Context: an optimization exercise on an open-source flow, tuned for small area and a short achievable clock period. The choices shown serve that exercise and are no tape-out recipe. In this exercise RTL edits were held to simulation tests only and were not proved equivalent to the original. Power and IR drop assume default switching activity.

## flow/constraint.sdc

```tcl
create_clock -name core_clock -period 33.0 [get_ports {clock}]
set_input_delay 6.6000 -clock core_clock [delete_from_list [all_inputs] [get_ports {clock}]]
set_output_delay 6.6000 -clock core_clock [all_outputs]
set_load 0.01 [all_outputs]
```

## flow/flow/run.sh

```bash
#!/bin/bash
# Standard ORFS layout (standard.sh), with these changes:
#  - synthesis maps logic with flow/abc_map.script (ABC's &nf mapper with
#    area recovery) in place of ORFS's abc_speed.script, except for the
#    adder (prefix_add), the opcode display (op_display) and the stall flag
#    (stall_flag), which keep their hierarchy until mapping and are mapped
#    with ORFS's own speed script, apart from the logic around them; yosys's half/full adder extraction
#    is skipped so that ABC maps that logic too. Everything else in synthesis
#    (registers, flattening, renaming) is the standard flow's own synth_recipe.tcl;
#  - port buffers are sky130_fd_sc_hd__buf_4 cells.
set -euo pipefail
W=$(pwd)
F=$W/flow
grep -q '^proc synth ' "$W/synth_recipe.tcl"
{
  cat <<EOF
proc synth {args} {
  if {![info exists ::keep_set]} {
    set ::keep_set 1
    yosys setattr -mod -set keep_hierarchy 1 prefix_add op_display stall_flag
  }
  yosys synth -nofsm -noshare {*}\$args
}
proc extract_fa {args} {}
proc abc {args} {
  set i [lsearch -exact \$args -script]
  yosys abc {*}\$args prefix_add op_display stall_flag
  lset args [expr {\$i + 1}] $F/abc_map.script
  yosys abc {*}\$args processing_unit
}
EOF
  grep -v '^proc synth ' "$W/synth_recipe.tcl"
} > "$W/my_synth.tcl"
export BUFFER_PORTS_ARGS="-buffer_cell sky130_fd_sc_hd__buf_4"
bash "$W/standard.sh" "SYNTH_SCRIPT=$W/my_synth.tcl" "BUFFER_PORTS_ARGS=$BUFFER_PORTS_ARGS" finish > "$W/flow_make.log" 2>&1
```

## flow/flow/abc_map.script

```
strash
&get -n
&st
&dch
&nf -R 1000 -p
&put
topo
buffer -c
upsize -c
dnsize -c
```

## flow/standard.sh

```bash
#!/bin/bash
# synth_recipe.tcl (not shown) runs the flow's synth.tcl, then flattens the netlist and writes it again
# the make line also repeats each setting of config.mk as NAME=value (left out here)
make -C /OpenROAD-flow-scripts/flow DESIGN_CONFIG=/design/flow/config.mk WORK_HOME=/design/flow/orfs CLKGATE_MAP_FILE= SYNTH_SCRIPT=/design/flow/synth_recipe.tcl "${@:-finish}"
```

## flow/design.v

```verilog
module bin_to_7seg(binary, display);
  input [3:0] binary;
  output wire [6:0] display;
  assign display = (binary == 4'd0) ? 7'b1000000 :
                   (binary == 4'd1) ? 7'b1111001 :
                   (binary == 4'd2) ? 7'b0100100 :
                   (binary == 4'd3) ? 7'b0110000 :
                   (binary == 4'd4) ? 7'b0011001 :
                   (binary == 4'd5) ? 7'b0010010 :
                   (binary == 4'd6) ? 7'b0000010 :
                   (binary == 4'd7) ? 7'b1111000 :
                   (binary == 4'd8) ? 7'b0000000 :
                   (binary == 4'd9) ? 7'b0010000 :
                                      7'b0111111;
endmodule
module add3(d, q);
  input [3:0] d;
  output reg [3:0] q;
  always @(*) begin
    case (d)
      4'd5: q = 4'd8;
      4'd6: q = 4'd9;
      4'd7: q = 4'd10;
      4'd8: q = 4'd11;
      4'd9: q = 4'd12;
      4'd10: q = 4'd13;
      4'd11: q = 4'd14;
      4'd12: q = 4'd15;
      4'd13: q = 4'd0;
      4'd14: q = 4'd1;
      4'd15: q = 4'd2;
      default: q = d;
    endcase
  end
endmodule
module bin_to_dec(binary, ten_0, ten_1, ten_2);
  input [11:0] binary;
  output [3:0] ten_0, ten_1, ten_2;
  wire [3:0] d0 [0:12];
  wire [3:0] d1 [0:12];
  wire [3:0] d2 [0:12];
  assign d0[0] = 4'd0;
  assign d1[0] = 4'd0;
  assign d2[0] = 4'd0;
  genvar i;
  generate
    for (i = 0; i < 12; i = i + 1) begin : g_step
      wire [3:0] a0, a1, a2;
      add3 u0(.d(d0[i]), .q(a0));
      add3 u1(.d(d1[i]), .q(a1));
      add3 u2(.d(d2[i]), .q(a2));
      assign d2[i+1] = {a2[2:0], a1[3]};
      assign d1[i+1] = {a1[2:0], a0[3]};
      assign d0[i+1] = {a0[2:0], binary[11-i]};
    end
  endgenerate
  assign ten_0 = d0[12];
  assign ten_1 = d1[12];
  assign ten_2 = d2[12];
endmodule
module bin_to_dec2(binary, ten_0, ten_1);
  input [9:0] binary;
  output [3:0] ten_0, ten_1;
  wire [3:0] d0 [0:10];
  wire [3:0] d1 [0:10];
  assign d0[0] = 4'd0;
  assign d1[0] = 4'd0;
  genvar i;
  generate
    for (i = 0; i < 10; i = i + 1) begin : g_step
      wire [3:0] a0, a1;
      add3 u0(.d(d0[i]), .q(a0));
      add3 u1(.d(d1[i]), .q(a1));
      assign d1[i+1] = {a1[2:0], a0[3]};
      assign d0[i+1] = {a0[2:0], binary[9-i]};
    end
  endgenerate
  assign ten_0 = d0[10];
  assign ten_1 = d1[10];
endmodule
module op_display(op, ones, tens);
  input [4:0] op;
  output reg [6:0] ones, tens;
  always @(*) begin
    case (op)
      5'd0, 5'd10, 5'd20, 5'd30: ones = 7'b1000000;
      5'd1, 5'd11, 5'd21, 5'd31: ones = 7'b1111001;
      5'd2, 5'd12, 5'd22: ones = 7'b0100100;
      5'd3, 5'd13, 5'd23: ones = 7'b0110000;
      5'd4, 5'd14, 5'd24: ones = 7'b0011001;
      5'd5, 5'd15, 5'd25: ones = 7'b0010010;
      5'd6, 5'd16, 5'd26: ones = 7'b0000010;
      5'd7, 5'd17, 5'd27: ones = 7'b1111000;
      5'd8, 5'd18, 5'd28: ones = 7'b0000000;
      default: ones = 7'b0010000;
    endcase
    case (op)
      5'd30, 5'd31: tens = 7'b0110000;
      5'd20, 5'd21, 5'd22, 5'd23, 5'd24, 5'd25, 5'd26, 5'd27, 5'd28, 5'd29: tens = 7'b0100100;
      5'd10, 5'd11, 5'd12, 5'd13, 5'd14, 5'd15, 5'd16, 5'd17, 5'd18, 5'd19: tens = 7'b1111001;
      default: tens = 7'b1000000;
    endcase
  end
endmodule
module fold125(u, s);
  input [31:0] u;
  output [11:0] s;
  wire w1 = u[3] ^ u[17] ^ ~u[23];
  wire w2 = (u[3] & u[17]) | (u[3] & ~u[23]) | (u[17] & ~u[23]);
  wire w3 = u[4] ^ u[18] ^ ~u[24];
  wire w4 = (u[4] & u[18]) | (u[4] & ~u[24]) | (u[18] & ~u[24]);
  wire w5 = ~u[27] ^ 1'b1;
  wire w6 = ~u[27] & 1'b1;
  wire w7 = u[5] ^ u[12] ^ u[19];
  wire w8 = (u[5] & u[12]) | (u[5] & u[19]) | (u[12] & u[19]);
  wire w9 = ~u[25] ^ ~u[28] ^ ~u[31];
  wire w10 = (~u[25] & ~u[28]) | (~u[25] & ~u[31]) | (~u[28] & ~u[31]);
  wire w11 = u[6] ^ u[12] ^ u[13];
  wire w12 = (u[6] & u[12]) | (u[6] & u[13]) | (u[12] & u[13]);
  wire w13 = u[17] ^ u[20] ^ ~u[29];
  wire w14 = (u[17] & u[20]) | (u[17] & ~u[29]) | (u[20] & ~u[29]);
  wire w15 = u[7] ^ u[13] ^ u[14];
  wire w16 = (u[7] & u[13]) | (u[7] & u[14]) | (u[13] & u[14]);
  wire w17 = u[18] ^ u[21] ^ ~u[23];
  wire w18 = (u[18] & u[21]) | (u[18] & ~u[23]) | (u[21] & ~u[23]);
  wire w19 = ~u[26] ^ ~u[30] ^ 1'b1;
  wire w20 = (~u[26] & ~u[30]) | (~u[26] & 1'b1) | (~u[30] & 1'b1);
  wire w21 = u[8] ^ u[14] ^ u[15];
  wire w22 = (u[8] & u[14]) | (u[8] & u[15]) | (u[14] & u[15]);
  wire w23 = u[19] ^ u[22] ^ ~u[23];
  wire w24 = (u[19] & u[22]) | (u[19] & ~u[23]) | (u[22] & ~u[23]);
  wire w25 = ~u[24] ^ ~u[27] ^ ~u[31];
  wire w26 = (~u[24] & ~u[27]) | (~u[24] & ~u[31]) | (~u[27] & ~u[31]);
  wire w27 = u[9] ^ u[15] ^ u[16];
  wire w28 = (u[9] & u[15]) | (u[9] & u[16]) | (u[15] & u[16]);
  wire w29 = u[20] ^ ~u[24] ^ ~u[25];
  wire w30 = (u[20] & ~u[24]) | (u[20] & ~u[25]) | (~u[24] & ~u[25]);
  wire w31 = ~u[28] ^ 1'b1;
  wire w32 = ~u[28] & 1'b1;
  wire w33 = u[10] ^ u[16] ^ u[21];
  wire w34 = (u[10] & u[16]) | (u[10] & u[21]) | (u[16] & u[21]);
  wire w35 = ~u[25] ^ ~u[29];
  wire w36 = ~u[25] & ~u[29];
  wire w37 = u[11] ^ u[22] ^ ~u[30];
  wire w38 = (u[11] & u[22]) | (u[11] & ~u[30]) | (u[22] & ~u[30]);
  wire w39 = w2 ^ w3 ^ w5;
  wire w40 = (w2 & w3) | (w2 & w5) | (w3 & w5);
  wire w41 = w4 ^ w6 ^ w7;
  wire w42 = (w4 & w6) | (w4 & w7) | (w6 & w7);
  wire w43 = w9 ^ 1'b1;
  wire w44 = w9 & 1'b1;
  wire w45 = w8 ^ w10 ^ w11;
  wire w46 = (w8 & w10) | (w8 & w11) | (w10 & w11);
  wire w47 = w13 ^ ~u[31];
  wire w48 = w13 & ~u[31];
  wire w49 = w12 ^ w14 ^ w15;
  wire w50 = (w12 & w14) | (w12 & w15) | (w14 & w15);
  wire w51 = w17 ^ w19;
  wire w52 = w17 & w19;
  wire w53 = w16 ^ w18 ^ w20;
  wire w54 = (w16 & w18) | (w16 & w20) | (w18 & w20);
  wire w55 = w21 ^ w23 ^ w25;
  wire w56 = (w21 & w23) | (w21 & w25) | (w23 & w25);
  wire w57 = w22 ^ w24 ^ w26;
  wire w58 = (w22 & w24) | (w22 & w26) | (w24 & w26);
  wire w59 = w27 ^ w29 ^ w31;
  wire w60 = (w27 & w29) | (w27 & w31) | (w29 & w31);
  wire w61 = w28 ^ w30 ^ w32;
  wire w62 = (w28 & w30) | (w28 & w32) | (w30 & w32);
  wire w63 = w33 ^ w35;
  wire w64 = w33 & w35;
  wire w65 = w34 ^ w36 ^ w37;
  wire w66 = (w34 & w36) | (w34 & w37) | (w36 & w37);
  wire w67 = w40 ^ w41 ^ w43;
  wire w68 = (w40 & w41) | (w40 & w43) | (w41 & w43);
  wire w69 = w42 ^ w44 ^ w45;
  wire w70 = (w42 & w44) | (w42 & w45) | (w44 & w45);
  wire w71 = w46 ^ w48 ^ w49;
  wire w72 = (w46 & w48) | (w46 & w49) | (w48 & w49);
  wire w73 = w50 ^ w52 ^ w53;
  wire w74 = (w50 & w52) | (w50 & w53) | (w52 & w53);
  wire w75 = w54 ^ w56 ^ w57;
  wire w76 = (w54 & w56) | (w54 & w57) | (w56 & w57);
  wire w77 = w58 ^ w60 ^ w61;
  wire w78 = (w58 & w60) | (w58 & w61) | (w60 & w61);
  wire w79 = w62 ^ w64 ^ w65;
  wire w80 = (w62 & w64) | (w62 & w65) | (w64 & w65);
  wire w81 = w68 ^ w69 ^ w47;
  wire w82 = (w68 & w69) | (w68 & w47) | (w69 & w47);
  wire w83 = w70 ^ w71 ^ w51;
  wire w84 = (w70 & w71) | (w70 & w51) | (w71 & w51);
  wire w85 = w72 ^ w73 ^ w55;
  wire w86 = (w72 & w73) | (w72 & w55) | (w73 & w55);
  wire w87 = w74 ^ w75 ^ w59;
  wire w88 = (w74 & w75) | (w74 & w59) | (w75 & w59);
  wire w89 = w76 ^ w77 ^ w63;
  wire w90 = (w76 & w77) | (w76 & w63) | (w77 & w63);
  wire w91 = w80 ^ w66 ^ w38;
  wire w92 = (w80 & w66) | (w80 & w38) | (w66 & w38);
  wire w93 = w90 ^ w78 ^ w79;
  wire w94 = (w90 & w78) | (w90 & w79) | (w78 & w79);
  wire [11:0] r0 = {1'b0, w92, w94, w93, w88, w86, w84, w82, w81, w67, w39, w1};
  wire [11:0] r1 = {1'b0, 1'b0, w91, 1'b0, w89, w87, w85, w83, 1'b0, 1'b0, 1'b0, ~u[26]};
  assign s = r0 + r1;
endmodule
module fold100(pc, s);
  input [16:0] pc;
  output [9:0] s;
  wire w1 = pc[2] ^ pc[9] ^ ~pc[12];
  wire w2 = (pc[2] & pc[9]) | (pc[2] & ~pc[12]) | (pc[9] & ~pc[12]);
  wire w3 = pc[3] ^ pc[9] ^ pc[10];
  wire w4 = (pc[3] & pc[9]) | (pc[3] & pc[10]) | (pc[9] & pc[10]);
  wire w5 = ~pc[13] ^ 1'b1;
  wire w6 = ~pc[13] & 1'b1;
  wire w7 = pc[4] ^ pc[10] ^ pc[11];
  wire w8 = (pc[4] & pc[10]) | (pc[4] & pc[11]) | (pc[10] & pc[11]);
  wire w9 = pc[5] ^ pc[11] ^ ~pc[15];
  wire w10 = (pc[5] & pc[11]) | (pc[5] & ~pc[15]) | (pc[11] & ~pc[15]);
  wire w11 = pc[6] ^ ~pc[16] ^ 1'b1;
  wire w12 = (pc[6] & ~pc[16]) | (pc[6] & 1'b1) | (~pc[16] & 1'b1);
  wire w13 = w2 ^ w3 ^ w5;
  wire w14 = (w2 & w3) | (w2 & w5) | (w3 & w5);
  wire w15 = w4 ^ w6 ^ w7;
  wire w16 = (w4 & w6) | (w4 & w7) | (w6 & w7);
  wire w17 = w14 ^ w15 ^ ~pc[14];
  wire w18 = (w14 & w15) | (w14 & ~pc[14]) | (w15 & ~pc[14]);
  wire w19 = w16 ^ w8 ^ w9;
  wire w20 = (w16 & w8) | (w16 & w9) | (w8 & w9);
  wire w21 = w20 ^ w10 ^ w11;
  wire w22 = (w20 & w10) | (w20 & w11) | (w10 & w11);
  wire w23 = w22 ^ w12 ^ pc[7];
  wire w24 = (w22 & w12) | (w22 & pc[7]) | (w12 & pc[7]);
  wire [9:0] r0 = {1'b0, w24, w23, w21, w18, w17, w13, w1, pc[1], pc[0]};
  wire [9:0] r1 = {1'b0, pc[8], 1'b0, 1'b0, w19, 1'b0, 1'b0, 1'b1, 1'b0, 1'b0};
  assign s = r0 + r1;
endmodule
module alu(a, b, sub_mode, logic_tt, shamt, sel_srl, sum, carry, logic_out, shl_out, shr_out);
  input [31:0] a, b;
  input sub_mode, sel_srl;
  input [3:0] logic_tt;
  input [4:0] shamt;
  output [31:0] sum, logic_out, shl_out, shr_out;
  output carry;
  wire [31:0] bx = b ^ {32{sub_mode}};
  prefix_add md_add(.a(a), .b(bx), .cin(sub_mode), .sum(sum), .cout(carry));
  genvar i;
  generate
    for (i = 0; i < 32; i = i + 1) begin : g_bit
      assign logic_out[i] = logic_tt[{a[i], b[i]}];
    end
  endgenerate
  function [31:0] rev(input [31:0] x);
    integer k;
    for (k = 0; k < 32; k = k + 1) rev[k] = x[31-k];
  endfunction
  wire [31:0] sh_in = sel_srl ? rev(a) : a;
  wire [31:0] sh = sh_in << shamt;
  assign shl_out = sh;
  assign shr_out = rev(sh);
endmodule
module prefix_add(a, b, cin, sum, cout);
  input [31:0] a, b;
  input cin;
  output [31:0] sum;
  output cout;
  wire [31:0] p = a ^ b;
  wire [31:0] g0 = a & b;
  wire [31:0] gl [0:5];
  wire [31:0] pl [0:5];
  assign gl[0] = {g0[31:1], g0[0] | (p[0] & cin)};
  assign pl[0] = p;
  genvar l, i;
  generate
    for (l = 0; l < 5; l = l + 1) begin : g_lvl
      for (i = 0; i < 32; i = i + 1) begin : g_bit
        if ((i >> l) & 1) begin : g_op
          localparam integer j = ((i >> l) << l) - 1;
          assign gl[l+1][i] = gl[l][i] | (pl[l][i] & gl[l][j]);
          assign pl[l+1][i] = pl[l][i] & pl[l][j];
        end else begin : g_pass
          assign gl[l+1][i] = gl[l][i];
          assign pl[l+1][i] = pl[l][i];
        end
      end
    end
  endgenerate
  wire [32:0] c = {gl[5], cin};
  assign sum = p ^ c[31:0];
  assign cout = c[32];
endmodule
module extender(immediate, extended);
  input [16:0] immediate;
  output reg [31:0] extended;
  always @ (*)
  begin
    extended = {14'h0000, immediate};
  end
endmodule
module mux_2(selector, in1, in2, out);
  input selector;
  input [31:0] in1, in2;
  output reg [31:0] out;
  always @ (*) begin
    if(selector == 0)
      out = in1;
    else
      out = in2;
  end
endmodule
module mux_4(selector, in1, in2, in3, in4, out);
  input [31:0] in1, in2, in3, in4;
  input [1:0] selector;
  output reg [31:0] out;
  always @ (*)
  begin
    case(selector[1:0])
      2'b00: out = in1;
      2'b01: out = in2;
      2'b10: out = in3;
      2'b11: out = in4;
    endcase
  end
endmodule
module control_unit(opcode, hold, use_imm, sub_mode, reg_write, dest_rd,
  sel_sum, sel_slt, sel_logic, sel_sll, sel_srl, sel_mem, sel_in,
  mem_write, out_write, is_jump, is_beq, is_bne, halt, logic_tt);
  input [4:0] opcode;
  input hold;
  output reg use_imm, sub_mode, reg_write, dest_rd;
  output reg sel_sum, sel_slt, sel_logic, sel_sll, sel_srl, sel_mem, sel_in;
  output reg mem_write, out_write, is_jump, is_beq, is_bne;
  output halt;
  output reg [3:0] logic_tt;  
  stall_flag md_stall(.opcode(opcode), .hold(hold), .halt(halt));
  always @(*) begin
    use_imm = 1'b0; sub_mode = 1'b0; reg_write = 1'b0; dest_rd = 1'b0;
    sel_sum = 1'b0; sel_slt = 1'b0; sel_logic = 1'b0; sel_sll = 1'b0;
    sel_srl = 1'b0; sel_mem = 1'b0; sel_in = 1'b0;
    mem_write = 1'b0; out_write = 1'b0; is_jump = 1'b0; is_beq = 1'b0; is_bne = 1'b0;
    logic_tt = 4'b0000;
    case (opcode)
      5'd0:  begin reg_write = 1'b1; dest_rd = 1'b1; sel_sum = 1'b1; end                        
      5'd1:  begin reg_write = 1'b1; use_imm = 1'b1; sel_sum = 1'b1; end                        
      5'd2:  begin reg_write = 1'b1; dest_rd = 1'b1; sub_mode = 1'b1; sel_sum = 1'b1; end       
      5'd3:  begin reg_write = 1'b1; use_imm = 1'b1; sub_mode = 1'b1; sel_sum = 1'b1; end       
      5'd6:  begin is_jump = 1'b1; end                                                         
      5'd7:  begin sub_mode = 1'b1; is_beq = 1'b1; end                                         
      5'd8:  begin sub_mode = 1'b1; is_bne = 1'b1; end                                         
      5'd9:  begin reg_write = 1'b1; dest_rd = 1'b1; sub_mode = 1'b1; sel_slt = 1'b1; end       
      5'd10: begin reg_write = 1'b1; use_imm = 1'b1; sel_mem = 1'b1; end                        
      5'd11: begin reg_write = 1'b1; use_imm = 1'b1; sel_logic = 1'b1; logic_tt = 4'b1010; end  
      5'd12: begin reg_write = 1'b1; sel_in = 1'b1; end                                         
      5'd13: begin out_write = 1'b1; end                                                       
      5'd14: begin use_imm = 1'b1; mem_write = 1'b1; end                                       
      5'd15: begin reg_write = 1'b1; dest_rd = 1'b1; sel_logic = 1'b1; logic_tt = 4'b1000; end  
      5'd16: begin reg_write = 1'b1; use_imm = 1'b1; sel_logic = 1'b1; logic_tt = 4'b1000; end  
      5'd17: begin reg_write = 1'b1; dest_rd = 1'b1; sel_logic = 1'b1; logic_tt = 4'b1110; end  
      5'd18: begin reg_write = 1'b1; use_imm = 1'b1; sel_logic = 1'b1; logic_tt = 4'b1110; end  
      5'd19: begin reg_write = 1'b1; dest_rd = 1'b1; sel_logic = 1'b1; logic_tt = 4'b0011; end  
      5'd20: begin reg_write = 1'b1; dest_rd = 1'b1; sel_logic = 1'b1; logic_tt = 4'b0110; end  
      5'd21: begin reg_write = 1'b1; use_imm = 1'b1; sel_logic = 1'b1; logic_tt = 4'b0110; end  
      5'd22: begin reg_write = 1'b1; dest_rd = 1'b1; sel_sll = 1'b1; end                        
      5'd23: begin reg_write = 1'b1; dest_rd = 1'b1; sel_srl = 1'b1; end                        
      default: ;                                                                               
    endcase
  end
endmodule
module stall_flag(opcode, hold, halt);
  input [4:0] opcode;
  input hold;
  output halt;
  assign halt = hold & ((opcode == 5'd5) | (opcode == 5'd12));
endmodule
module program_counter(clock, reset, halt, take, target, pc);
  input clock, reset, halt, take;
  input [16:0] target;
  output reg [16:0] pc;
  wire enable = reset | !halt;
  always @(posedge clock)
    if (enable) pc <= reset ? 17'd0 : take ? target : pc + 17'd1;
endmodule
module pc_decimal(clock, reset, halt, take, wrap, target_ones, target_tens, ones, tens);
  input clock, reset, halt, take, wrap;
  input [3:0] target_ones, target_tens;
  output reg [3:0] ones, tens;
  wire ones9 = (ones == 4'd9);
  wire [3:0] inc_ones = ones9 ? 4'd0 : ones + 4'd1;
  wire [3:0] inc_tens = ones9 ? ((tens == 4'd9) ? 4'd0 : tens + 4'd1) : tens;
  wire enable = reset | !halt;
  always @(posedge clock)
    if (enable) begin
      ones <= reset ? 4'd0 : take ? target_ones : wrap ? 4'd0 : inc_ones;
      tens <= reset ? 4'd0 : take ? target_tens : wrap ? 4'd0 : inc_tens;
    end
endmodule
module register_base(clock, rs1, rs2, wa, we, wd, out1, out2);
  input clock, we;
  input [4:0] rs1, rs2, wa;
  input [31:0] wd;
  output [31:0] out1, out2;
  wire [31*32-1:0] regs;
  wire [31:1] sel1, sel2;
  genvar i;
  generate
    for (i = 1; i < 32; i = i + 1) begin : g_reg
      reg [31:0] r;
      always @(posedge clock)
        if (we && wa == i) r <= wd;
      assign regs[(i-1)*32 +: 32] = r;
      assign sel1[i] = (rs1 == i);
      assign sel2[i] = (rs2 == i);
    end
  endgenerate
  register_read md_read1(.sel(sel1), .regs(regs), .out(out1));
  register_read md_read2(.sel(sel2), .regs(regs), .out(out2));
endmodule
module register_read(sel, regs, out);
  input [31:1] sel;
  input [31*32-1:0] regs;
  output [31:0] out;
  wire [31:0] r [0:31];
  wire [31:0] s;
  assign r[0] = 32'd0;
  assign s = {sel, 1'b0};
  genvar i;
  generate
    for (i = 1; i < 32; i = i + 1) begin : g_r
      assign r[i] = regs[(i-1)*32 +: 32];
    end
  endgenerate
  wire [31:0] t [0:10];
  generate
    for (i = 0; i < 10; i = i + 1) begin : g_t
      assign t[i] = ({32{s[3*i+1]}} & r[3*i+1]) | ({32{s[3*i+2]}} & r[3*i+2]) | ({32{s[3*i+3]}} & r[3*i+3]);
    end
  endgenerate
  assign t[10] = {32{s[31]}} & r[31];
  assign out = (((t[0] | t[1]) | (t[2] | t[3])) | ((t[4] | t[5]) | (t[6] | t[7]))) | ((t[8] | t[9]) | t[10]);
endmodule
module memory_data(clock, base, imm, we, wd, rd);
  input clock, we;
  input [31:0] base;
  input [16:0] imm;
  input [31:0] wd;
  output [31:0] rd;
  wire [31:0] b = {15'd0, imm};
  wire [4:0] low = {1'b0, base[3:0]} + {1'b0, b[3:0]};
  wire [31:4] ok;
  assign ok[4] = (base[4] ^ b[4]) == low[4];
  genvar k;
  generate
    for (k = 5; k < 32; k = k + 1) begin : g_ok
      assign ok[k] = (base[k] ^ b[k]) == (base[k-1] | b[k-1]);
    end
  endgenerate
  wire in_range = (&ok) && !(low[3] && (low[2] || (low[1] && low[0])));   
  wire [31:0] t [0:10];
  genvar i;
  generate
    for (i = 0; i < 11; i = i + 1) begin : g_word
      reg [31:0] m;
      wire hit = in_range && low[3:0] == i;
      always @(posedge clock)
        if (we && hit) m <= wd;
      assign t[i] = {32{hit}} & m;
    end
  endgenerate
  assign rd = (((t[0] | t[1]) | (t[2] | t[3])) | ((t[4] | t[5]) | (t[6] | t[7]))) | ((t[8] | t[9]) | t[10]);
endmodule
module output_data(clock, reset, data_in, write_enabled, display_0, display_1, display_2, display_3);
  input clock, reset, write_enabled;
  input [31:0] data_in;
  output [6:0] display_0, display_1, display_2, display_3;
  wire [11:0] s1;
  fold125 md_fold(.u(data_in), .s(s1));
  wire [7:0] x0 = {1'b0, s1[6:0]};
  wire [7:0] x1 = {3'd0, s1[11:7]};
  wire [7:0] x2 = {2'd0, s1[11:7], 1'b0};
  wire [7:0] cs_s = x0 ^ x1 ^ x2;
  wire [7:0] cs_c = ((x0 & x1) | (x0 & x2) | (x1 & x2)) << 1;
  wire [7:0] s2_in = cs_s + cs_c;
  wire neg_in = data_in[31];
  wire [2:0] lo_in = data_in[2:0];
  wire borrow = (lo_in != 3'd0);
  wire [8:0] v_in = neg_in ? 9'd287 - {1'b0, s2_in} - {8'd0, borrow} : {1'b0, s2_in};
  wire [2:0] lo_abs_in = neg_in ? 3'd0 - lo_in : lo_in;
  reg [8:0] v;
  reg [2:0] lo_abs;
  reg neg;
  always @(posedge clock) begin
    if (reset) begin
      v <= 9'd0; lo_abs <= 3'd0; neg <= 1'b0;
    end else if (write_enabled) begin
      v <= v_in; lo_abs <= lo_abs_in; neg <= neg_in;
    end
  end
  wire [3:0] ten_0, ten_1, ten_2;
  bin_to_dec md_conversor(.binary({v, lo_abs}), .ten_0(ten_0), .ten_1(ten_1), .ten_2(ten_2));
  bin_to_7seg md_hex_0(.binary(ten_0), .display(display_0));
  bin_to_7seg md_hex_1(.binary(ten_1), .display(display_1));
  bin_to_7seg md_hex_2(.binary(ten_2), .display(display_2));
  assign display_3 = neg ? 7'b0111111 : 7'b1000000;
endmodule
module processing_unit(clock, rst, hold, switches, instr_addr, instr_data,
  display_0, display_1, display_2, display_3, display_4,
  display_5, display_6, display_7, flag_write);
  input clock, rst, hold;
  input [17:0] switches;
  input [31:0] instr_data;
  output wire [16:0] instr_addr;
  output wire [6:0] display_0, display_1, display_2, display_3, display_4, display_5, display_6, display_7;
  output wire flag_write;
  wire [4:0] opcode = instr_data[31:27];
  wire [4:0] rt = instr_data[26:22];
  wire [4:0] rs = instr_data[21:17];
  wire [4:0] rd = instr_data[16:12];
  wire [4:0] shamt = instr_data[11:7];
  wire [31:0] imm = {15'd0, instr_data[16:0]};
  wire use_imm, sub_mode, reg_write, dest_rd;
  wire sel_sum, sel_slt, sel_logic, sel_sll, sel_srl, sel_mem, sel_in;
  wire mem_write, out_write, is_jump, is_beq, is_bne, halt;
  wire [3:0] logic_tt;
  control_unit md_control_unit(
    .opcode(opcode), .hold(hold), .use_imm(use_imm), .sub_mode(sub_mode),
    .reg_write(reg_write), .dest_rd(dest_rd), .sel_sum(sel_sum), .sel_slt(sel_slt),
    .sel_logic(sel_logic), .sel_sll(sel_sll), .sel_srl(sel_srl), .sel_mem(sel_mem),
    .sel_in(sel_in), .mem_write(mem_write), .out_write(out_write), .is_jump(is_jump),
    .is_beq(is_beq), .is_bne(is_bne), .halt(halt), .logic_tt(logic_tt));
  assign flag_write = halt;
  wire [31:0] ra, rb, wd;
  register_base md_register_base(
    .clock(clock), .rs1(rs), .rs2(rt), .wa(dest_rd ? rd : rt), .we(reg_write),
    .wd(wd), .out1(ra), .out2(rb));
  wire [31:0] bop = use_imm ? imm : rb;
  wire [31:0] sum, logic_out, shl_out, shr_out;
  wire carry;
  alu md_alu(
    .a(ra), .b(bop), .sub_mode(sub_mode), .logic_tt(logic_tt), .shamt(shamt),
    .sel_srl(sel_srl), .sum(sum), .carry(carry), .logic_out(logic_out),
    .shl_out(shl_out), .shr_out(shr_out));
  wire [31:0] mem_out;
  memory_data md_memory_data(
    .clock(clock), .base(ra), .imm(instr_data[16:0]), .we(mem_write), .wd(rb), .rd(mem_out));
  assign wd = ({32{sel_sum}} & sum)
            | ({32{sel_logic}} & logic_out)
            | ({32{sel_sll}} & shl_out)
            | ({32{sel_srl}} & shr_out)
            | ({32{sel_mem}} & mem_out)
            | ({32{sel_in}} & {15'd0, switches[16:0]})
            | {31'd0, sel_slt & ~carry};
  wire equal = (ra == rb);
  wire take = is_jump | (is_beq & equal) | (is_bne & ~equal);
  wire [16:0] pc;
  program_counter md_pc(
    .clock(clock), .reset(rst), .halt(halt), .take(take), .target(instr_data[16:0]), .pc(pc));
  assign instr_addr = pc;
  output_data md_output_data(
    .clock(clock), .reset(rst), .data_in(rb), .write_enabled(out_write),
    .display_0(display_0), .display_1(display_1), .display_2(display_2), .display_3(display_3));
  op_display md_op_display(.op(opcode), .ones(display_4), .tens(display_5));
  wire [9:0] target_sum;
  wire [3:0] target_ones, target_tens;
  fold100 md_target_fold(.pc(instr_data[16:0]), .s(target_sum));
  bin_to_dec2 md_target_converter(.binary(target_sum), .ten_0(target_ones), .ten_1(target_tens));
  wire [3:0] pc_ones, pc_tens;
  pc_decimal md_pc_decimal(
    .clock(clock), .reset(rst), .halt(halt), .take(take), .wrap(&pc),
    .target_ones(target_ones), .target_tens(target_tens), .ones(pc_ones), .tens(pc_tens));
  bin_to_7seg md_pc_presenter(.binary(pc_ones), .display(display_6));
  bin_to_7seg md_pc_presenter_1(.binary(pc_tens), .display(display_7));
endmodule
```

## flow/config.mk

```make
export PLATFORM = sky130hd
export DESIGN_NAME = processing_unit
export DESIGN_NICKNAME = processing_unit
export VERILOG_FILES = /design/flow/design.v
export SDC_FILE = /design/flow/constraint.sdc
export NUM_CORES = 4
export LEC_CHECK = 0
export CAP_MARGIN = 20
export CORE_MARGIN = 2
export CORE_UTILIZATION = 40
export CTS_BUF_LIST = sky130_fd_sc_hd__clkbuf_8
export CTS_CLUSTER_DIAMETER = 100
export CTS_CLUSTER_SIZE = 15
export SLEW_MARGIN = 20
```

==> impl.org, run 1 <==
** Outcome
- The flow ran to the end and the layout has no timing, DRC or antenna violations.

** Worst setup path
- The critical path is of the in2reg type.
- Kind of end point of the critical path :: flop
- Worst-path maximum fanout :: 32
- Among all stages on the critical path, the largest delay is contributed by sky130_fd_sc_hd__nand2b_1.
- At the worst endpoint, the required time is 33520 ps.
- The worst setup path is launched from an input pin.
- Setup slack on the worst reg-to-reg path comes out at 24680 ps.
- Counting stages on the worst path, the most repeated cell is sky130_fd_sc_hd__buf_4.
- Buffers & Inverters on Critical Path :: 4
- On the worst path, the slowest cell contributes a delay of 860 ps.
- Grouping stages by cell kind, the critical path spends the most delay in simple AND/OR/NAND/NOR gates.
- CP arrival :: 15600 ps

** Finish
- P&R area growth vs syn :: 9.38%
- The final layout contains 5047 nets.
- Post-route insts no fill :: 7183
- Fraction of final layout cells with drive strength greater than 1 :: 13.8%
- Leading cell type in the layout, fill and taps excluded :: sky130_fd_sc_hd__edfxtp_1
- The library cells used most frequently in the layout, excluding fill and tap cells, are 1369 x sky130_fd_sc_hd__edfxtp_1, 604 x sky130_fd_sc_hd__a222oi_1, 353 x sky130_fd_sc_hd__nand2_1.
- Counting the fill cells in the layout gives 14800.

** Floorplan
- Once the floorplan was initialized, standard cells occupied 40.3% of the core.
- Die outline width :: 409 um
- Overall die height :: 409 um
- Pin placement for this block handled 127 I/O pins.
- The total area inside the core boundary comes to 163000 um^2.
- The floorplan step defined a die boundary enclosing 167000 um^2.
- The floorplan has 148 rows.

** Route
- Residual antenna-violating net count after detailed routing :: 0
- Dividing the detail-routed via count by the number of cells gives 6.70.
- Drt wl/cell :: 32.7 um
- Vias after detailed routing :: 48200
- Summed over all layers, the routed wires come to 235 mm.
- The first routing iteration left 8611 violations.
- For this run, the detailed router's first-pass iteration total came to 14.
- DRC viols :: 0

** Placed design
- In this run, placement finished with an instance count of 7062.
- Once detailed placement completed, the half-perimeter wirelength came to 142 mm.
- Port-buffer cells :: 124
- At the end of routability-driven placement, the weighted congestion stood at 0.920.

** Clock tree
- Deepest clock path buffer count :: 3
- Clock Latency Late Sink :: 890 ps
- H-tree depth reported by CTS :: 3
- CTS root buf :: sky130_fd_sc_hd__clkbuf_8
- Number of buffers added for setup after CTS :: 0
- TritonCTS built the clock tree.
- The clock drives 1382 sinks.
- In this run, CTS created clock tree buffers numbering 104.
- Clock-pin transition on the worst setup and hold timing paths :: 100 ps
- Count of hold-fix buffers inserted at cts :: 0
- Post-cts repair resize count :: 0

** Power
- Worst VDD drop :: 0.567 mV
- For this design the static power due to leakage is 22.6 nW.
- In this run the power density over the cells is 89.2 nW/um^2.

** Timing
- Static timing analysis puts the maximum clock frequency at 66.3 MHz.
- Setup violations remaining at the end of the flow were counted as 0.
- Setup TNS after final layout :: 0 ps
- The clock period could shrink to 15090 ps.
- Number of max-slew violations in the final report :: 0
- In this run the tightest slew margin relative to its limit is 24.7%.
- For the final database, setup skew stands at 60.6 ps.
- The hold violation count in the final report is 0.
- Slew at the pin with the worst max-slew slack :: 1130 ps
- After layout, the worst path uses 45.7% of the clock period.
- RSZ-0062 raised after global routing :: false

** Synthesis
- Counting flops with an async set or reset pin after synthesis yields a share of 0%.
- Synthesis produced a netlist whose cell count is 4911.
- Summing the sequential cell areas from Yosys gives 63.2% of the chip area.
- Post-Syn Nets :: 4964
- Summing every instance area after synthesis gives 65500 um^2.
- Yosys printed 13 warnings.
- The synthesized design contains 1369 enable-type register cells.
- Register bit count reported by yosys :: 1382
- Most instantiated flip-flop cell in the synthesis netlist :: sky130_fd_sc_hd__edfxtp_1
- Count of cell types in the netlist :: 95
- Dividing the synthesized area by the synthesized cell count gives 13.3 um^2.

** Global route
- After global routing the overflow that remains totals 0.
- The via count of the first global-routing pass came to 45600.
- Global-route wire length before repair :: 328 mm
- Entering global routing, the biggest net connects 66 pins.
- In the global route stage, overall resource usage came out at 27.1%.
- The initial antenna violation count came to 5.

** Worst hold path
- The worst hold path belongs to the class reg2reg.

** Flow run
- Max-cap violations in this run came to 0.
==> cell families (layout without fill, tap and decap cells) <==
kind of cell | count (synthesis) | after routing | synth area share [%]
XOR/XNOR | 320 | 320 | 4.39
adder cells (fa/ha/maj) | 53 | 53 | 0.845
AO/OA/AOI/OAI | 1311 | 1311 | 16.4
buffers and inverters | 384 | 479 | 2.45
multiplexers | 189 | 189 | 2.94
AND/OR/NAND/NOR | 1271 | 1271 | 9.75
flip-flops | 1382 | 1382 | 63.2
other | 1 | 3 | 0.00573
==> routing by layer <==
metal / global-route usage [%] / wire length [um]
met5: 0 / 14
met4: 16.8 / 16800
met3: 7.23 / 28700
met2: 41.6 / 104000
met1: 34.1 / 85300
==> sequential cells by signal (all words and copies together), names as in the netlist <==
register	count
md_output_data.v	9
md_memory_data.g_word.m	352
md_register_base.g.r	992
md_output_data.neg	1
md_output_data.lo_abs	3
md_pc.pc	17
md_pc_decimal.ones	4
md_pc_decimal.tens	4
==> worst min-delay path, delay by kind of cell (launching register included) <==
kind            cells  cell delay (ps)
simple gates        1              110
compound gates      1               50
flops               1              360
==> power breakdown <==
part | internal (mW) | switching, mW
combinational | 1.38 | 2.10
sequential | 2.05 | 0.0178
clock | 0.300 | 0.549
total | 3.73 | 2.66
==> cell type report <==
| class | count | area (um^2) | area share, % |
|---|---|---|---|
| diodes | 2 | 5.00 | 0.00699 |
| clock buffers | 106 | 1460 | 2.04 |
| clock inverters | 12 | 128 | 0.178 |
| inverters | 30 | 113 | 0.157 |
| multi-input cells | 3145 | 23300 | 32.6 |
| flip-flops and latches | 1382 | 41400 | 57.8 |
| well taps | 2175 | 2720 | 3.80 |
| repair buffers | 331 | 2490 | 3.48 |
==> Yosys cell counts (all sizes together), types with 9 or more instances <==
cell type	instances	area, um^2
a211oi	28	215
a21o	9	67.6
a21oi	198	1010
a221oi	52	462
a222oi	604	6050
a22o	81	709
a22oi	105	788
a31oi	17	121
and2	15	96.4
and3	10	62.6
buf	91	488
clkbuf	260	976
dfxtp	13	260
edfxtp	1369	41100
inv	28	105
maj3	53	553
mux2	24	274
mux2i	165	1650
nand2	356	1340
nand2b	60	393
nand3	73	375
nand4	232	1550
nor2	326	1230
nor2b	45	282
nor3	77	455
nor3b	9	67.6
nor4	17	131
o211ai	10	80.1
o21a	11	82.6
o21ai	136	688
o22ai	14	93.8
o31ai	11	87.6
or2	19	119
or3	12	75.1
xnor2	223	2000
xor2	97	876
==> worst paths after layout <==
check                                  start                          endpoint  cells past startpoint
max                           instr_data[18]  md_register_base.g_reg[20].r[16]                     27
min                 md_output_data.lo_abs[2]          md_output_data.lo_abs[2]                      2
max reg2reg  md_register_base.g_reg[10].r[1]  md_register_base.g_reg[20].r[16]                     23
min reg2reg         md_output_data.lo_abs[2]          md_output_data.lo_abs[2]                      2
==> modules after synthesis (local to each module, per instance) <==
module | cells inside | flops+latches | area, um^2
stall_flag | 3 | 0 | 25.0
prefix_add | 164 | 0 | 1280
op_display | 52 | 0 | 360
processing_unit | 4692 | 1382 | 63800
==> through the flow <==
stage	setup slack, ps	cell area (um^2)	hold WS, ps	util (%)	power, mW
6_report	17910	71600	557	44.0	6.39
5_1_grt	17210	71600	584	44.0	6.80
4_1_cts	17500	71600	555	44.0	6.38
3_5_place_dp	16600	70000	544	43.0	5.54
3_3_place_gp	16700	70000	538	43.0	5.49
2_1_floorplan	19080	65500	501	-	4.57
==> inputs of run 2 (changes only) <==
==> flow/flow/abc_map.script (replaced) <==
strash
&get -n
&st
&dch
&nf -R 1000 -p
&put
topo
==> run 2 against run 1 <==
  * Still clean on timing, DRC and antenna
  * Area after synthesis down 2.7%
  * Global-route usage up 0.70 points
  * Non-clock buffer count up 5
  * Critical path depth up 4
  * Via count up 0.34%
==> impl.org, run 2 <==
** Clock tree
- Once the clock tree was built, the setup fixing pass inserted 0 buffers.
- Clock tree from TritonCTS :: yes
- After clock tree synthesis, the clock-pin slew on the worst setup and hold paths is 100 ps.
- The clock reaches the later pin of the worst-skew pair after 930 ps.
- CTS buffer count :: 103
- The H-tree was split into 3 levels.
- The clock net in this run drives a total of 1382 sinks.
- Gates resized during post-CTS repair numbered 0.
- The cell sitting at the root of the clock tree is a sky130_fd_sc_hd__clkbuf_8.
- Deepest clock path buffer count :: 3
- Buffers inserted to repair hold after CTS numbered 0.

** Finish
- Final-layout fill cell count :: 14200
- Summing all flip-flop and latch instances after layout gives 41400 um^2.
- Largest register by flop count :: md_register_base.g.r
- P&R area growth vs syn :: 11.7%
- In the final design database the tool counted 5051 nets.
- Multi-input gate area :: 22900 um^2
- Once layout is complete, the cells apart from fillers number 7099.
- Fraction of final layout cells with drive strength greater than 1 :: 12.0%
- Leading cell type in the layout, fill and taps excluded :: sky130_fd_sc_hd__edfxtp_1
- Biggest registers after layout :: md_register_base.g.r x992, md_memory_data.g_word.m x352, md_pc.pc x17
- Top library cells by usage in the layout, fill and taps aside :: 1369 x sky130_fd_sc_hd__edfxtp_1, 604 x sky130_fd_sc_hd__a222oi_1, 353 x sky130_fd_sc_hd__nand2_1
- Cells fill 45.0% of the core in the end.
- Flip-flop count of the largest register after layout :: 992

** Global route
- Summed over all layers, the global routing overflow is 0.
- Pin count of the biggest net entering global routing :: 57
- Antenna violations before repair :: 19
- Global-route wire length before repair :: 327 mm
- The via count of the first global-routing pass was 46000.
- Global routing used 27.8% of the available tracks.

** Timing
- Slew at the pin with the worst max-slew slack :: 1200 ps
- Headroom to the max-slew limit came out at 19.4%.
- Smallest hold slack :: 545 ps
- For the final routed database, the setup TNS stands at 0 ps.
- Maximum clock skew at final layout :: 88.8 ps
- Final Critical Period :: 15340 ps
- The max-slew violation total from the final report was 0.
- Setup violations remaining at the end of the flow were counted as 0.
- The hold violation count in the final report came to 0.
- RSZ-0062 raised after global routing :: false
- Of the available clock period, the critical path in the final layout requires 46.5%.
- Fmax :: 65.2 MHz

** Synthesis
- Synth top area share :: 64.5%
- Counting every instance in the synthesized netlist gives 4571.
- The number of nets in the synthesized netlist is 4624.
- Yosys instantiated no cell more often than sky130_fd_sc_hd__edfxtp_1.
- Sorting the synthesized cells by how often they occur yields 1369 x sky130_fd_sc_hd__edfxtp_1, 604 x sky130_fd_sc_hd__a222oi_1, 356 x sky130_fd_sc_hd__nand2_1, 326 x sky130_fd_sc_hd__nor2_1, 232 x sky130_fd_sc_hd__nand4_1.
- Count of cell types in the netlist :: 74
- Most instantiated flip-flop cell in the synthesis netlist :: sky130_fd_sc_hd__edfxtp_1
- Counting flops and latches in the post-synthesis netlist gives 1382.
- Mean instance size in the synthesized netlist :: 13.9 um^2
- Post-synthesis sequential area ratio :: 65.0%
- Area contributors post-synth :: sky130_fd_sc_hd__edfxtp_1 65%, sky130_fd_sc_hd__a222oi_1 9.5%, sky130_fd_sc_hd__xnor2_1 3.1%
- EDFF count, synth :: 1369
- Synth area leader :: sky130_fd_sc_hd__edfxtp_1
- Counting flops with an async set or reset pin after synthesis yields a share of 0%.
- The cell area that synthesis handed to floorplanning was 63700 um^2.
- For this run, the number of Yosys warnings is 13.

** Route
- Using the TritonRoute via totals, the vias-per-cell ratio works out to 6.81.
- For this run, the detailed router's first-pass iteration total came to 14.
- Drt wl/cell :: 32.9 um
- After the first detailed-routing iteration, the DRC count stood at 9125.
- The count of nets left with antenna violations once routing finished came out at 0.
- In the routed design, unresolved DRC markers number 0.
- The final layout contains routed wiring with a total length of 233 mm.
- Vias after detailed routing :: 48300

** Placed design
- In this run, placement finished with an instance count of 6964.
- The congestion estimate from routability-driven global placement came to 0.963.
- The count of buffers added on input and output ports is 124.
- After legalization and detailed placement, the total HPWL measured 140 mm.

** Worst setup path
- Of all nets on the critical path, the largest fanout is 8.
- The number of buffers and inverters on the critical path is 2.
- Grouping stages by cell kind, the critical path spends the most delay in compound AO/OA/AOI/OAI gates.
- The worst setup path is launched from a flop.
- Slowest stage cell, crit path :: sky130_fd_sc_hd__o21ai_0
- Critical path's most frequent cell :: sky130_fd_sc_hd__a21oi_1
- Data arrives at the worst endpoint at 8740 ps.
- WP data required :: 26400 ps
- Delay contributed by the slowest stage of the critical path :: 680 ps
- Internal reg-to-reg setup slack :: 24540 ps
- Critical path class :: reg2out
- The worst setup path is captured at an output pin.

** Power
- In this run the static leakage power is 22.4 nW.
- Power density over the cells :: 85.7 nW/um^2
- Worst VDD drop :: 0.492 mV

** Floorplan
- Pin placement for this block handled 127 I/O pins.
- Row generation in the floorplan step produced 146 rows.
- The die is 403 um wide.
- The die covers 162000 um^2.
- The die is 403 um tall.
- Initial Util :: 40.3%
- The core region is 158000 um^2.

** Outcome
- Result of the run :: no timing/DRC/antenna violations

** Flow run
- Across the run, the number of max-cap violations was 0.

** Worst hold path
- The tightest min-delay check is of the reg2reg type.
[run 2: report_power, final]
part | internal, mW | total [mW] | switching (mW)
Clock | 0.290 | 0.839 | 0.549
Combinational | 1.29 | 3.19 | 1.91
Sequential | 2.05 | 2.07 | 0.0177
Total | 3.62 | 6.10 | 2.47
[run 2: per-layer routing]
| metal | vias to the layer above | share of wire [%] | GRT usage, % |
|---|---|---|---|
| met2 | 3268 | 45 | 42.8 |
| li1 | 20500 | - | - |
| met3 | 604 | 13 | 7.53 |
| met1 | 23900 | 37 | 35.5 |
| met4 | 12 | 6.2 | 15.4 |
| met5 | - | 0.034 | 0 |
[run 2: final timing paths]
check,startpoint,end,depth (start not counted)
min,md_output_data.v[4],md_output_data.v[4],2
max,md_output_data.v[7],display_1[5],31
min reg2reg,md_output_data.v[4],md_output_data.v[4],2
max reg2reg,md_register_base.g_reg[6].r[3],md_output_data.v[7],28
[run 2: layout make-up]
cell class / count / share of cell area [%]
inverters: 30 / 0.158
clock buffers: 104 / 2.01
well taps: 2072 / 3.64
clock inverters: 19 / 0.215
flip-flops and latches: 1382 / 58.2
repair buffers: 336 / 3.58
diodes: 11 / 0.0387
multi-input cells: 3145 / 32.2
[run 2: worst register-to-register path, delay by kind of cell, from the launching register on]
family,cells,cell delay [ps]
adder cells (fa/ha/maj),4,1730
AND/OR/NAND/NOR,9,3080
AO/OA/AOI/OAI,8,1770
flip-flops,1,420
XOR/XNOR,7,1310
[run 2: cell families (layout without fill, tap and decap cells)]
logic type,Yosys count,count (layout),synth area share (%)
flops,1382,1382,65.0
compound gates,1311,1311,16.8
simple gates,1271,1271,9.62
xor+xnor,320,320,4.40
mux,189,189,3.02
fa+ha+maj,53,53,0.845
buf+inv,44,489,0.342
other cells,1,12,0.00589
[run 2: metrics by stage]
step	setup slack, ps	power (mW)	instance area, um^2
floorplan	17540	4.39	63700
global placement	17140	5.25	69500
detailed placement	17090	5.31	69500
CTS	17570	6.13	71100
global route	16480	6.55	71100
finish	17660	6.10	71100
[run 2: per-module statistics from Yosys (local to each module, per instance)]
module,times used,cells inside
op_display,1,52
prefix_add,1,164
processing_unit,1,4352
stall_flag,1,3

## re-timing with driven ports
In the flow no input, the clock included, has a driving cell. The finished layouts below were timed again as built, in two steps.
Step 1 sets driving cells, clkbuf_16 on the clock port and buf_2 on the other inputs (assumed; they add their load-dependent delay and slew).
Step 2, shift: input delay + t, output delay - t, t = (earliest + latest rising clock arrival at the registers) / 2. This alone moves slack from input paths to output paths.
Three values: ideal ports, drivers, drivers and shift; two values: the first two.
run	shift t [ns]	setup slack, ns	worst setup path at the end	cell pins on the clock port's net
run 1	0.932	17.914 / 17.918 / 16.985	input to register	1
run 2	0.956	17.662 / 17.591 / 16.953	input to register	1
After both steps every run listed still meets setup and hold. The setup slack of run 1, which loses most, moves by +0.004 ns with the drivers and by -0.929 ns with both steps.
